This is an optimization exercise on Yosys and OpenROAD, whose aim is small area, not a production implementation. In this exercise RTL edits were held to simulation tests only and were not proved equivalent to the original. Power is estimated from default activity; no workload was simulated.

Design sobel_accel, start of the top module:
module sobel_accel(
        input   wire    [ 2:0]   addr,
        output  reg     [31:0]   rdata,
        input   wire    [31:0]   wdata,
        input   wire             cs,
        input   wire             read,
        input   wire             write,
        input   wire             clk,
        input   wire             rst
);
clock: 9.0 ns
lec_check: 0
cap_margin: 20
core_margin: 2
core_utilization: 75
cts_cluster_diameter: 100
cts_cluster_size: 30
gpl_timing_driven: 1
slew_margin: 20
synth_hierarchical: 1
standard.sh (not shown) runs the stock make flow with config.mk's settings and CLKGATE_MAP_FILE= SYNTH_SCRIPT=/design/flow/synth_recipe.tcl, a recipe that flattens the netlist after the stock synthesis.
==> flow/flow/run.sh <==
#!/bin/bash
# Layout flow: the standard flow (standard.sh), with the standard
# synthesis unchanged and two changes after it:
#  - before floorplanning, every combinational cell that synthesis gave a
#    drive strength above 1 starts at its smallest size (downsize.tcl); the
#    resizer's later timing and design repairs size up again where needed;
#    the buffers synthesis inserted are removed (REMOVE_ABC_BUFFERS);
#  - the port buffers are buf_1 cells.
# Each tool's output goes to a log file of its own in this folder.
set -euo pipefail
here=$(pwd)
bash standard.sh synth > synth.log 2>&1
bash standard.sh PRE_FLOORPLAN_TCL="$here/flow/downsize.tcl" REMOVE_ABC_BUFFERS=1 \
    "BUFFER_PORTS_ARGS=-buffer_cell sky130_fd_sc_hd__buf_1" finish > layout.log 2>&1
==> flow/flow/downsize.tcl <==
# Sourced by ORFS's floorplan.tcl (PRE_FLOORPLAN_TCL) right after the
# synthesised netlist is loaded: swap each combinational cell above drive
# strength 1 for the same function at the smallest drive strength.
set db [ord::get_db]
set block [ord::get_db_block]
set n 0
foreach inst [$block getInsts] {
  set name [[$inst getMaster] getName]
  if {![regexp {^(sky130_fd_sc_hd__[a-z0-9]+)_([0-9]+)$} $name -> base drive]} { continue }
  if {$drive <= 1} { continue }
  if {[regexp {__(df|edf|sdf|dl|sedf|ha|fa)} $base]} { continue }
  foreach d {1 0} {
    set m [$db findMaster ${base}_$d]
    if {$m ne "NULL" && $m ne ""} {
      $inst swapMaster $m
      incr n
      break
    }
  }
}
puts "downsize.tcl: $n cells set to their smallest drive strength"
The baseline passed the timing, design-rule and antenna checks.
Change:
- CORE_UTILIZATION: 75 -> 70
- GPL_TIMING_DRIVEN: 1 -> 0
Outcome:
- critical path depth falls by 1
- routed wire length falls by 3.1%
- core utilization falls by 5.6 points
- global-route usage falls by 3.9 points
Change:
- CAP_MARGIN: 20 -> 10
- CORE_UTILIZATION: 70 -> 75
- GPL_TIMING_DRIVEN: 0 -> 1
- SLEW_MARGIN: 20 -> 10
Sequential share of layout area came out higher by 0.17 points. Clock skew came out lower by 7.9 ps. Power came out lower slightly. Combinational power went down slightly. Flip-flop and latch count is unchanged.
Change:
- CAP_MARGIN: 10 -> 0
- SLEW_MARGIN: 10 -> 0
What happened: Final cell count is unchanged. Routed wire length does not change. Sequential share of layout area is unchanged. Utilization is unchanged. Sequential cell count stays the same. Die area stays the same. Global-route usage does not change. Worst hold slack is unchanged. Register-to-register slack stays flat.

Setup of the reference run:
Starting RTL as in the previous note.
Design sobel_accel, start of the top module:
module sobel_accel(
        input   wire    [ 2:0]   addr,
        output  reg     [31:0]   rdata,
        input   wire    [31:0]   wdata,
        input   wire             cs,
        input   wire             read,
        input   wire             write,
        input   wire             clk,
        input   wire             rst
);
export LEC_CHECK = 0
export CAP_MARGIN = 20
export CORE_MARGIN = 2
export CORE_UTILIZATION = 75
export CTS_CLUSTER_DIAMETER = 90
export CTS_CLUSTER_SIZE = 36
export GPL_TIMING_DRIVEN = 1
export SLEW_MARGIN = 20
export SYNTH_HIERARCHICAL = 1
create_clock -name core_clock -period 9.0 [get_ports {clk}]
Scripts as last shown in full above: flow/flow/run.sh, flow/flow/downsize.tcl
#### Input delta (the trial run over the reference run)
-- flow/config.mk --
<<< the reference run, line 10
export CORE_UTILIZATION = 75
export CTS_CLUSTER_DIAMETER = 90
export CTS_CLUSTER_SIZE = 36
>>> the trial run, line 10
export CORE_UTILIZATION = 78
export CTS_CLUSTER_DIAMETER = 100
export CTS_CLUSTER_SIZE = 30
[summary]
The arrival time at the worst endpoint in the trial run was higher than what the reference run gave. Both conditions hold for the trial run: the flow ran to the end and the final layout passed the timing, design-rule and antenna checks. Taking the reference run over the trial run, the overall routed net length ratio works out to 0.926. The trial run vs the reference run on tightest hold margin: the trial run is the higher one. Between the trial run and the reference run, the cell total after placement does not differ in any meaningful way. From the reference run to the trial run the numbers moved as follows: worst stage delay on the critical path went up by 0.07 ns; number of non-filler instances in the completed layout was more or less identical. Relative to the reference run, the clock power measured on the trial run has decreased by a few percent. Between the trial run and the reference run, power density normalized to cell area is higher for the trial run, the reference run comes in under that.

-- port drivers added, routing unchanged --
The flow's constraints put no driver on any port. The routed layouts listed below were extracted and timed again, unchanged, in two steps.
Step 1 (the two cells are an assumption about what drives the block):
set clk [get_ports {clk}]
set_driving_cell -lib_cell sky130_fd_sc_hd__clkbuf_16 $clk
set_driving_cell -lib_cell sky130_fd_sc_hd__buf_2 [delete_from_list [all_inputs] $clk]
Step 2 moves the port delays by t, midway between the first and last clock arrival at a register: inputs arrive t later, outputs are due t later. That takes back most of the time a late clock gives input paths.
Three values: ideal ports, drivers, drivers and shift; two values: the first two.
| run | shift t [ns] | slack for setup (ns) | hold WS [ns] | clock arrival spread, ns | worst data-port slew with drivers (ns) |
|---|---|---|---|---|---|
| the first run of note 1 | 0.525 | 0.212 / 0.236 / -0.289 | 0.679 / 0.679 / 0.679 | 0.019 / 0.018 | 0.04 |
| the second run of note 1 | 0.522 | 0.135 / 0.158 / -0.364 | 0.695 / 0.695 / 0.695 | 0.026 / 0.026 | 0.04 |
| the third run of note 1 | 0.525 | 0.212 / 0.236 / -0.289 | 0.679 / 0.679 / 0.679 | 0.019 / 0.018 | 0.04 |
| the fourth run of note 1 | 0.525 | 0.212 / 0.236 / -0.289 | 0.679 / 0.679 / 0.679 | 0.019 / 0.018 | 0.04 |
| the reference run | 0.528 | 0.192 / 0.216 / -0.312 | 0.680 / 0.680 / 0.680 | 0.028 / 0.028 | 0.04 |
| the trial run | 0.526 | 0.105 / 0.126 / -0.400 | 0.737 / 0.737 / 0.737 | 0.014 / 0.015 | 0.04 |
With both steps, setup timing fails in every run listed, where it was met with ideal ports. For the trial run, which loses most, drivers alone change the setup slack by +0.021 ns; drivers and shift together by -0.505 ns.
